This design comes from an exercise in tuning for small area and a short achievable clock period on the open sky130 flow, not from production work. Only simulation tests tie the RTL to the original design; equivalence was not proved.

==> inputs of run a <==
## mips
module mips(
    input wire clk, 
    input wire reset, 
    input wire interrupt,  
    output wire [31:0] macroscopic_pc,  
    output wire [31:0] i_inst_addr,  
    input wire [31:0] i_inst_rdata,  
    output wire [31:0] m_data_addr, 
    input wire [31:0] m_data_rdata,  
    output wire [31:0] m_data_wdata,  
    output wire [3 :0] m_data_byteen,  
    output wire [31:0] m_int_addr,  
    output wire [3:0] m_int_byteen,  
    output wire [31:0] m_inst_addr,  
    output wire w_grf_we,  
    output wire [4:0] w_grf_addr,  
    output wire [31:0] w_grf_wdata,  
    output wire [31:0] w_inst_addr  
    );
==> module MULT_DIV, before the edit <==
module MULT_DIV(
    input wire clk,
    input wire reset,
    input wire req,
    input wire [31:0] A,
    input wire [31:0] B,
    input wire start,
    input wire [2:0] MULT_DIV_OP,
    input wire MTHI,
    input wire MTLO,
    output wire busy,
    output reg [31:0] HI,
    output reg [31:0] LO
    );
    reg [3:0] cnt;
    reg is_div;
    reg [32:0] M;      
    reg [1:0] Hx;      
    reg [7:0] Lx;      
    reg q;             
    reg negq, negr;    
    assign busy = (cnt != 4'd0);
    wire is_signed = (MULT_DIV_OP == 3'b0) || (MULT_DIV_OP == 3'b1);
    wire op_div = (MULT_DIV_OP == 3'b1) || (MULT_DIV_OP == 3'b11);
    wire a_neg = is_signed & A[31];
    wire b_neg = is_signed & B[31];
    wire [1:0] nsel = (cnt == 4'd0) ? 2'd0 : (cnt == 4'd2) ? 2'd1 : 2'd2;
    wire [31:0] nin = (nsel == 2'd0) ? A : (nsel == 2'd1) ? LO : HI;
    wire [31:0] nout;
    INC #(32) neg(.a(~nin), .ci(1'b1), .s(nout));
    wire [8:0] bw = {Lx, q};
    wire [35:0] m1 = {{3{M[32]}}, M};
    wire [35:0] m2 = {{2{M[32]}}, M, 1'b0};
    wire [41:0] S0 = {{8{Hx[1]}}, Hx, HI};
    wire [41:0] S1, S2, S3, S4;
    genvar j;
    generate
        for (j = 0; j < 4; j = j + 1) begin : brow
            wire b0 = bw[2*j], b1 = bw[2*j+1], b2 = bw[2*j+2];
            wire sel1 = b1 ^ b0;
            wire sel2 = (b2 & ~b1 & ~b0) | (~b2 & b1 & b0);
            wire ng = b2 & ~(b1 & b0);
            wire [35:0] p = (m1 & {36{sel1}}) | (m2 & {36{sel2}});
            wire [41:0] sin = (j == 0) ? S0 : (j == 1) ? S1 : (j == 2) ? S2 : S3;
            wire [35:0] sum;
            wire co;
            RCA #(36) add(.a(sin[2*j+35:2*j]), .b(p ^ {36{ng}}), .ci(ng), .s(sum), .co(co));
            if (j == 0) begin : o0 assign S1 = {{6{sum[35]}}, sum}; end
            if (j == 1) begin : o1 assign S2 = {{4{sum[35]}}, sum, S1[1:0]}; end
            if (j == 2) begin : o2 assign S3 = {{2{sum[35]}}, sum, S2[3:0]}; end
            if (j == 3) begin : o3 assign S4 = {sum, S3[5:0]}; end
        end
    endgenerate
    wire [41:0] S = S4;
    wire [31:0] R0 = HI;
    wire [31:0] R1, R2, R3, R4;
    wire [3:0] qb;
    genvar k;
    generate
        for (k = 0; k < 4; k = k + 1) begin : drow
            wire [31:0] rin = (k == 0) ? R0 : (k == 1) ? R1 : (k == 2) ? R2 : R3;
            wire [32:0] t = {rin, LO[31-k]};
            wire [32:0] d;
            wire co;
            RCA #(33) sub(.a(t), .b(M), .ci(~q), .s(d), .co(co));
            wire [31:0] rout = co ? d[31:0] : t[31:0];
            assign qb[3-k] = co;
            if (k == 0) begin : o0 assign R1 = rout; end
            if (k == 1) begin : o1 assign R2 = rout; end
            if (k == 2) begin : o2 assign R3 = rout; end
            if (k == 3) begin : o3 assign R4 = rout; end
        end
    endgenerate
    wire [31:0] r = R4;
    wire [31:0] qv = {LO[27:0], qb};
    always @(posedge clk) begin
        if (reset) begin
            cnt <= 4'd0;
            HI <= 32'b0;
            LO <= 32'b0;
        end
        else if (cnt == 4'd0) begin
            if (MTHI && !req) begin
                HI <= A;
            end
            else if (MTLO && !req) begin
                LO <= A;
            end
            else if (start && !req) begin
                is_div <= op_div;
                if (op_div) begin
                    cnt <= 4'd10;
                    HI <= 32'b0;
                    LO <= a_neg ? nout : A;
                    M <= {1'b1, b_neg ? B : ~B};
                    q <= b_neg;
                    negq <= (a_neg ^ b_neg) & (B != 32'b0);
                    negr <= a_neg;
                end
                else begin
                    cnt <= 4'd5;
                    HI <= 32'b0;
                    Hx <= 2'b0;
                    LO <= {{8{b_neg}}, B[31:8]};
                    Lx <= B[7:0];
                    q <= 1'b0;
                    M <= {a_neg, A};
                end
            end
        end
        else begin
            cnt <= cnt - 4'd1;
            if (!is_div) begin
                HI <= S[39:8];
                Hx <= S[41:40];
                LO <= {S[7:0], LO[31:8]};
                Lx <= LO[7:0];
                q <= Lx[7];
                if (cnt == 4'd1) begin
                    HI <= S[31:0];
                    LO <= LO;
                end
            end
            else if (cnt >= 4'd3) begin
                HI <= r;
                LO <= qv;
            end
            else if (cnt == 4'd2) begin
                if (negq) LO <= nout;
            end
            else begin
                if (negr) HI <= nout;
            end
        end
    end
endmodule
==> flow/config.mk <==
export PLATFORM = sky130hd
export DESIGN_NAME = mips
export DESIGN_NICKNAME = mips
export VERILOG_FILES = /design/flow/design.v
export SDC_FILE = /design/flow/constraint.sdc
export NUM_CORES = 4
export LEC_CHECK = 0
export ABC_AREA = 1
export CAP_MARGIN = 20
export CORE_MARGIN = 2
export CORE_UTILIZATION = 40
export SETUP_SLACK_MARGIN = 5
export SLEW_MARGIN = 20
==> flow/constraint.sdc <==
create_clock -name core_clock -period 200.0 [get_ports {clk}]
set_input_delay 40.0000 -clock core_clock [delete_from_list [all_inputs] [get_ports {clk}]]
set_output_delay 40.0000 -clock core_clock [all_outputs]
set_load 0.01 [all_outputs]
standard.sh (not shown) runs the stock make flow with config.mk's settings and CLKGATE_MAP_FILE= SYNTH_SCRIPT=/design/flow/synth_recipe.tcl, a recipe that flattens the netlist after the stock synthesis.
==> flow/flow/run.sh <==
#!/bin/bash
# Own layout flow: the standard ORFS flow (standard.sh) with two changes
# to synthesis, both in the combinational logic only (registers untouched):
#   - adders' carry chains ($lcu) mapped as ripple carry (flow/lcu_ripple.v)
#     instead of Kogge-Stone
#   - ABC maps with an area-oriented script (flow/abc_own.script)
# Everything after synthesis is the standard flow. Each tool's output goes to
# the ORFS logs under orfs/logs; this script's own output goes to own_flow.log.
set -euo pipefail
W=$(pwd)
F=$W/flow
exec > >(tee -a "$W/own_flow.log") 2>&1

{
  echo "set ::own_lcu {$F/lcu_ripple.v}"
  echo "set ::own_abc {$F/abc_own.script}"
  cat <<'EOT'
proc synth {args} {
  set a {}
  foreach x $args {
    if {[string match *lcu_kogge_stone.v $x]} { lappend a $::own_lcu } else { lappend a $x }
  }
  yosys synth -nofsm -noshare {*}$a
}
proc abc {args} {
  set i [lsearch -exact $args -script]
  if {$i >= 0} { lset args [expr {$i + 1}] $::own_abc }
  puts "own flow: abc [lrange $args 0 1]"
  yosys abc {*}$args
}
EOT
  # The standard flow's synthesis script without its first line (its own synth proc)
  tail -n +2 "$W/synth_recipe.tcl"
} > "$W/own_synth.tcl"

sed "s#SYNTH_SCRIPT=[^ ]*#SYNTH_SCRIPT=$W/own_synth.tcl#" "$W/standard.sh" > "$W/own_standard.sh"
grep -q "SYNTH_SCRIPT=$W/own_synth.tcl" "$W/own_standard.sh"
bash "$W/own_standard.sh"
==> flow/flow/abc_own.script <==
&get -n
&st
&synch2
&dch
&nf -R 1000
&put
topo
==> flow/flow/lcu_ripple.v <==
// Ripple-carry lookahead unit: maps Yosys's $lcu (the carry chain of every
// adder and comparator) as a plain carry chain instead of Kogge-Stone.
(* techmap_celltype = "$lcu" *)
module _80_lcu_ripple (P, G, CI, CO);
	parameter WIDTH = 2;

	(* force_downto *)
	input [WIDTH-1:0] P, G;
	input CI;

	(* force_downto *)
	output [WIDTH-1:0] CO;

	genvar i;
	generate
		for (i = 0; i < WIDTH; i = i + 1) begin : c
			if (i == 0) begin : f
				assign CO[i] = G[i] | (P[i] & CI);
			end else begin : n
				assign CO[i] = G[i] | (P[i] & CO[i-1]);
			end
		end
	endgenerate
endmodule
==> run b: changes against run a <==
--- a/flow/design.v
+++ b/flow/design.v
@@ -1093,51 +1093,36 @@
     wire [31:0] nin = (nsel == 2'd0) ? A : (nsel == 2'd1) ? LO : HI;
     wire [31:0] nout;
     INC #(32) neg(.a(~nin), .ci(1'b1), .s(nout));
+    wire div_step = is_div && (cnt >= 4'd3);
     wire [8:0] bw = {Lx, q};
     wire [35:0] m1 = {{3{M[32]}}, M};
     wire [35:0] m2 = {{2{M[32]}}, M, 1'b0};
-    wire [41:0] S0 = {{8{Hx[1]}}, Hx, HI};
-    wire [41:0] S1, S2, S3, S4;
+    wire [35:0] sum0, sum1, sum2, sum3;
+    wire [3:0] qb;
     genvar j;
     generate
-        for (j = 0; j < 4; j = j + 1) begin : brow
+        for (j = 0; j < 4; j = j + 1) begin : row
+            wire [35:0] prev = (j == 0) ? 36'b0 : (j == 1) ? sum0 : (j == 2) ? sum1 : sum2;
+            wire rneg = (j == 0) ? Hx[0] : prev[35];
+            wire [35:0] x_mul = (j == 0) ? {{2{Hx[1]}}, Hx, HI} : {{2{prev[35]}}, prev[35:2]};
+            wire [35:0] x_div = (j == 0) ? {{2{Hx[0]}}, Hx[0], HI, LO[31]} : {{2{prev[32]}}, prev[32:0], LO[31-j]};
+            wire [35:0] x = div_step ? x_div : x_mul;
             wire b0 = bw[2*j], b1 = bw[2*j+1], b2 = bw[2*j+2];
-            wire sel1 = b1 ^ b0;
-            wire sel2 = (b2 & ~b1 & ~b0) | (~b2 & b1 & b0);
-            wire ng = b2 & ~(b1 & b0);
+            wire sel1 = !is_div ? (b1 ^ b0) : div_step ? 1'b1 : rneg;
+            wire sel2 = !is_div && ((b2 & ~b1 & ~b0) | (~b2 & b1 & b0));
+            wire ng = !is_div ? (b2 & ~(b1 & b0)) : div_step ? (rneg ^ ~q) : q;
             wire [35:0] p = (m1 & {36{sel1}}) | (m2 & {36{sel2}});
-            wire [41:0] sin = (j == 0) ? S0 : (j == 1) ? S1 : (j == 2) ? S2 : S3;
             wire [35:0] sum;
             wire co;
-            RCA #(36) add(.a(sin[2*j+35:2*j]), .b(p ^ {36{ng}}), .ci(ng), .s(sum), .co(co));
-            if (j == 0) begin : o0 assign S1 = {{6{sum[35]}}, sum}; end
-            if (j == 1) begin : o1 assign S2 = {{4{sum[35]}}, sum, S1[1:0]}; end
-            if (j == 2) begin : o2 assign S3 = {{2{sum[35]}}, sum, S2[3:0]}; end
-            if (j == 3) begin : o3 assign S4 = {sum, S3[5:0]}; end
+            RCA #(36) add(.a(x), .b(p ^ {36{ng}}), .ci(ng), .s(sum), .co(co));
+            assign qb[3-j] = ~sum[35];
+            if (j == 0) begin : o0 assign sum0 = sum; end
+            if (j == 1) begin : o1 assign sum1 = sum; end
+            if (j == 2) begin : o2 assign sum2 = sum; end
+            if (j == 3) begin : o3 assign sum3 = sum; end
         end
     endgenerate
-    wire [41:0] S = S4;
-    wire [31:0] R0 = HI;
-    wire [31:0] R1, R2, R3, R4;
-    wire [3:0] qb;
-    genvar k;
-    generate
-        for (k = 0; k < 4; k = k + 1) begin : drow
-            wire [31:0] rin = (k == 0) ? R0 : (k == 1) ? R1 : (k == 2) ? R2 : R3;
-            wire [32:0] t = {rin, LO[31-k]};
-            wire [32:0] d;
-            wire co;
-            RCA #(33) sub(.a(t), .b(M), .ci(~q), .s(d), .co(co));
-            wire [31:0] rout = co ? d[31:0] : t[31:0];
-            assign qb[3-k] = co;
-            if (k == 0) begin : o0 assign R1 = rout; end
-            if (k == 1) begin : o1 assign R2 = rout; end
-            if (k == 2) begin : o2 assign R3 = rout; end
-            if (k == 3) begin : o3 assign R4 = rout; end
-        end
-    endgenerate
-    wire [31:0] r = R4;
-    wire [31:0] qv = {LO[27:0], qb};
+    wire [41:0] S = {sum3, sum2[1:0], sum1[1:0], sum0[1:0]};
     always @(posedge clk) begin
         if (reset) begin
             cnt <= 4'd0;
@@ -1156,8 +1141,9 @@
                 if (op_div) begin
                     cnt <= 4'd10;
                     HI <= 32'b0;
+                    Hx <= 2'b0;
                     LO <= a_neg ? nout : A;
-                    M <= {1'b1, b_neg ? B : ~B};
+                    M <= {b_neg, B};
                     q <= b_neg;
                     negq <= (a_neg ^ b_neg) & (B != 32'b0);
                     negr <= a_neg;
@@ -1176,21 +1162,23 @@
         else begin
             cnt <= cnt - 4'd1;
             if (!is_div) begin
-                HI <= S[39:8];
-                Hx <= S[41:40];
-                LO <= {S[7:0], LO[31:8]};
-                Lx <= LO[7:0];
-                q <= Lx[7];
                 if (cnt == 4'd1) begin
                     HI <= S[31:0];
-                    LO <= LO;
+                end
+                else begin
+                    HI <= S[39:8];
+                    Hx <= S[41:40];
+                    LO <= {S[7:0], LO[31:8]};
+                    Lx <= LO[7:0];
+                    q <= Lx[7];
                 end
             end
             else if (cnt >= 4'd3) begin
-                HI <= r;
-                LO <= qv;
+                {Hx, HI} <= sum3[33:0];
+                LO <= {LO[27:0], qb};
             end
             else if (cnt == 4'd2) begin
+                HI <= sum0[31:0];
                 if (negq) LO <= nout;
             end
             else begin
--- a/flow/flow/run.sh
+++ b/flow/flow/run.sh
@@ -4,7 +4,9 @@
 #   - adders' carry chains ($lcu) mapped as ripple carry (flow/lcu_ripple.v)
 #     instead of Kogge-Stone
 #   - ABC maps with an area-oriented script (flow/abc_own.script)
-# Everything after synthesis is the standard flow. Each tool's output goes to
+# After synthesis it is the standard flow, except that the port buffers that
+# global placement puts on every input and output are buf_1 cells instead of
+# the delay buffer buffer_ports picks by default. Each tool's output goes to
 # the ORFS logs under orfs/logs; this script's own output goes to own_flow.log.
 set -euo pipefail
 W=$(pwd)
@@ -35,4 +37,4 @@
 
 sed "s#SYNTH_SCRIPT=[^ ]*#SYNTH_SCRIPT=$W/own_synth.tcl#" "$W/standard.sh" > "$W/own_standard.sh"
 grep -q "SYNTH_SCRIPT=$W/own_synth.tcl" "$W/own_standard.sh"
-bash "$W/own_standard.sh"
+bash "$W/own_standard.sh" "BUFFER_PORTS_ARGS=-buffer_cell sky130_fd_sc_hd__buf_1" "${@:-finish}"
Settings changed: CAP_MARGIN 20 to 5, CELL_PAD_IN_SITES_DETAIL_PLACEMENT set to 1, CELL_PAD_IN_SITES_GLOBAL_PLACEMENT set to 1, CORE_UTILIZATION 40 to 25, CTS_BUF_LIST set to sky130_fd_sc_hd__clkbuf_8, CTS_CLUSTER_DIAMETER set to 100, CTS_CLUSTER_SIZE set to 12, PLACE_DENSITY set to 0.5, SLEW_MARGIN 20 to 5.
==> run c: changes against run a <==
--- a/flow/design.v
+++ b/flow/design.v
@@ -1093,51 +1093,36 @@
     wire [31:0] nin = (nsel == 2'd0) ? A : (nsel == 2'd1) ? LO : HI;
     wire [31:0] nout;
     INC #(32) neg(.a(~nin), .ci(1'b1), .s(nout));
+    wire div_step = is_div && (cnt >= 4'd3);
     wire [8:0] bw = {Lx, q};
     wire [35:0] m1 = {{3{M[32]}}, M};
     wire [35:0] m2 = {{2{M[32]}}, M, 1'b0};
-    wire [41:0] S0 = {{8{Hx[1]}}, Hx, HI};
-    wire [41:0] S1, S2, S3, S4;
+    wire [35:0] sum0, sum1, sum2, sum3;
+    wire [3:0] qb;
     genvar j;
     generate
-        for (j = 0; j < 4; j = j + 1) begin : brow
+        for (j = 0; j < 4; j = j + 1) begin : row
+            wire [35:0] prev = (j == 0) ? 36'b0 : (j == 1) ? sum0 : (j == 2) ? sum1 : sum2;
+            wire rneg = (j == 0) ? Hx[0] : prev[35];
+            wire [35:0] x_mul = (j == 0) ? {{2{Hx[1]}}, Hx, HI} : {{2{prev[35]}}, prev[35:2]};
+            wire [35:0] x_div = (j == 0) ? {{2{Hx[0]}}, Hx[0], HI, LO[31]} : {{2{prev[32]}}, prev[32:0], LO[31-j]};
+            wire [35:0] x = div_step ? x_div : x_mul;
             wire b0 = bw[2*j], b1 = bw[2*j+1], b2 = bw[2*j+2];
-            wire sel1 = b1 ^ b0;
-            wire sel2 = (b2 & ~b1 & ~b0) | (~b2 & b1 & b0);
-            wire ng = b2 & ~(b1 & b0);
+            wire sel1 = !is_div ? (b1 ^ b0) : div_step ? 1'b1 : rneg;
+            wire sel2 = !is_div && ((b2 & ~b1 & ~b0) | (~b2 & b1 & b0));
+            wire ng = !is_div ? (b2 & ~(b1 & b0)) : div_step ? (rneg ^ ~q) : q;
             wire [35:0] p = (m1 & {36{sel1}}) | (m2 & {36{sel2}});
-            wire [41:0] sin = (j == 0) ? S0 : (j == 1) ? S1 : (j == 2) ? S2 : S3;
             wire [35:0] sum;
             wire co;
-            RCA #(36) add(.a(sin[2*j+35:2*j]), .b(p ^ {36{ng}}), .ci(ng), .s(sum), .co(co));
-            if (j == 0) begin : o0 assign S1 = {{6{sum[35]}}, sum}; end
-            if (j == 1) begin : o1 assign S2 = {{4{sum[35]}}, sum, S1[1:0]}; end
-            if (j == 2) begin : o2 assign S3 = {{2{sum[35]}}, sum, S2[3:0]}; end
-            if (j == 3) begin : o3 assign S4 = {sum, S3[5:0]}; end
+            RCA #(36) add(.a(x), .b(p ^ {36{ng}}), .ci(ng), .s(sum), .co(co));
+            assign qb[3-j] = ~sum[35];
+            if (j == 0) begin : o0 assign sum0 = sum; end
+            if (j == 1) begin : o1 assign sum1 = sum; end
+            if (j == 2) begin : o2 assign sum2 = sum; end
+            if (j == 3) begin : o3 assign sum3 = sum; end
         end
     endgenerate
-    wire [41:0] S = S4;
-    wire [31:0] R0 = HI;
-    wire [31:0] R1, R2, R3, R4;
-    wire [3:0] qb;
-    genvar k;
-    generate
-        for (k = 0; k < 4; k = k + 1) begin : drow
-            wire [31:0] rin = (k == 0) ? R0 : (k == 1) ? R1 : (k == 2) ? R2 : R3;
-            wire [32:0] t = {rin, LO[31-k]};
-            wire [32:0] d;
-            wire co;
-            RCA #(33) sub(.a(t), .b(M), .ci(~q), .s(d), .co(co));
-            wire [31:0] rout = co ? d[31:0] : t[31:0];
-            assign qb[3-k] = co;
-            if (k == 0) begin : o0 assign R1 = rout; end
-            if (k == 1) begin : o1 assign R2 = rout; end
-            if (k == 2) begin : o2 assign R3 = rout; end
-            if (k == 3) begin : o3 assign R4 = rout; end
-        end
-    endgenerate
-    wire [31:0] r = R4;
-    wire [31:0] qv = {LO[27:0], qb};
+    wire [41:0] S = {sum3, sum2[1:0], sum1[1:0], sum0[1:0]};
     always @(posedge clk) begin
         if (reset) begin
             cnt <= 4'd0;
@@ -1156,8 +1141,9 @@
                 if (op_div) begin
                     cnt <= 4'd10;
                     HI <= 32'b0;
+                    Hx <= 2'b0;
                     LO <= a_neg ? nout : A;
-                    M <= {1'b1, b_neg ? B : ~B};
+                    M <= {b_neg, B};
                     q <= b_neg;
                     negq <= (a_neg ^ b_neg) & (B != 32'b0);
                     negr <= a_neg;
@@ -1176,21 +1162,23 @@
         else begin
             cnt <= cnt - 4'd1;
             if (!is_div) begin
-                HI <= S[39:8];
-                Hx <= S[41:40];
-                LO <= {S[7:0], LO[31:8]};
-                Lx <= LO[7:0];
-                q <= Lx[7];
                 if (cnt == 4'd1) begin
                     HI <= S[31:0];
-                    LO <= LO;
+                end
+                else begin
+                    HI <= S[39:8];
+                    Hx <= S[41:40];
+                    LO <= {S[7:0], LO[31:8]};
+                    Lx <= LO[7:0];
+                    q <= Lx[7];
                 end
             end
             else if (cnt >= 4'd3) begin
-                HI <= r;
-                LO <= qv;
+                {Hx, HI} <= sum3[33:0];
+                LO <= {LO[27:0], qb};
             end
             else if (cnt == 4'd2) begin
+                HI <= sum0[31:0];
                 if (negq) LO <= nout;
             end
             else begin
--- a/flow/flow/run.sh
+++ b/flow/flow/run.sh
@@ -4,7 +4,9 @@
 #   - adders' carry chains ($lcu) mapped as ripple carry (flow/lcu_ripple.v)
 #     instead of Kogge-Stone
 #   - ABC maps with an area-oriented script (flow/abc_own.script)
-# Everything after synthesis is the standard flow. Each tool's output goes to
+# After synthesis it is the standard flow, except that the port buffers that
+# global placement puts on every input and output are buf_2 cells instead of
+# the delay buffer buffer_ports picks by default. Each tool's output goes to
 # the ORFS logs under orfs/logs; this script's own output goes to own_flow.log.
 set -euo pipefail
 W=$(pwd)
@@ -35,4 +37,4 @@
 
 sed "s#SYNTH_SCRIPT=[^ ]*#SYNTH_SCRIPT=$W/own_synth.tcl#" "$W/standard.sh" > "$W/own_standard.sh"
 grep -q "SYNTH_SCRIPT=$W/own_synth.tcl" "$W/own_standard.sh"
-bash "$W/own_standard.sh"
+bash "$W/own_standard.sh" "BUFFER_PORTS_ARGS=-buffer_cell sky130_fd_sc_hd__buf_2" "${@:-finish}"
Settings changed: CAP_MARGIN 20 to 10, CORE_UTILIZATION 40 to 30, CTS_BUF_LIST set to sky130_fd_sc_hd__clkbuf_8, PLACE_DENSITY set to 0.4, SLEW_MARGIN 20 to 10.
==> results.txt <==
item	run b	run a	run c
Run status	timing/DRC/antenna clean	timing/DRC/antenna clean	timing/DRC/antenna clean
Tap cell count	4794	3132	3978
Highest achievable clock rate	12.2 MHz	12.0 MHz	12.2 MHz
Combined area of all synthesized cells	91300 µm²	93900 µm²	91300 µm²
Post-placement cell count	14000	12500	13200
Net total in the final layout	9908	10200	10100
Detailed-route via count	86800	87300	86500
ClkCell Share	2.65%	5.66%	5.81%
Synth Area in XOR/XNOR	2.62%	2.72%	2.62%
Hold endpoint	cpu.uvv6.MEM_PC[13]	cpu.uvv6.MEM_PC[6]	cpu.uvv6.MEM_PC[12]
Per-cell routed wire length	38.2 µm	36.2 µm	38.5 µm
Share of post-route cells with drive strength above 1	8.51%	8.78%	14.1%
Number of design-rule violations left by the first detailed-router iteration	12200	15400	13000
Count of cell types in the netlist	62	68	62

## separate check: timing with driven ports
Ports are ideal in the flow. The routed layouts listed here were re-timed in OpenROAD. Step 1 assumes that a clkbuf_16 drives the clock port and a buf_2 every other input. Step 2 times the ports against the registers' clock, not the clock port: input delays grow and output delays shrink by t, the midpoint of the rising clock arrivals with the driver on. Three values: ideal, step 1, step 2; two values: the first two.
run	t, ns	slack for setup (ns)	worst setup path after step 2	clock arrival spread, ns	slew at the worst register clock pin (ns)
run a	0.953	116.886 / 116.846 / 116.846	input to output	0.075 / 0.074	0.07 / 0.07
run b	1.110	118.192 / 118.166 / 118.166	input to output	0.127 / 0.127	0.12 / 0.12
run c	1.085	118.346 / 118.321 / 118.321	input to output	0.120 / 0.121	0.07 / 0.07
After both steps every run listed still meets setup and hold. For run a, which loses most, drivers alone change the setup slack by -0.040 ns; drivers and shift together by -0.040 ns.
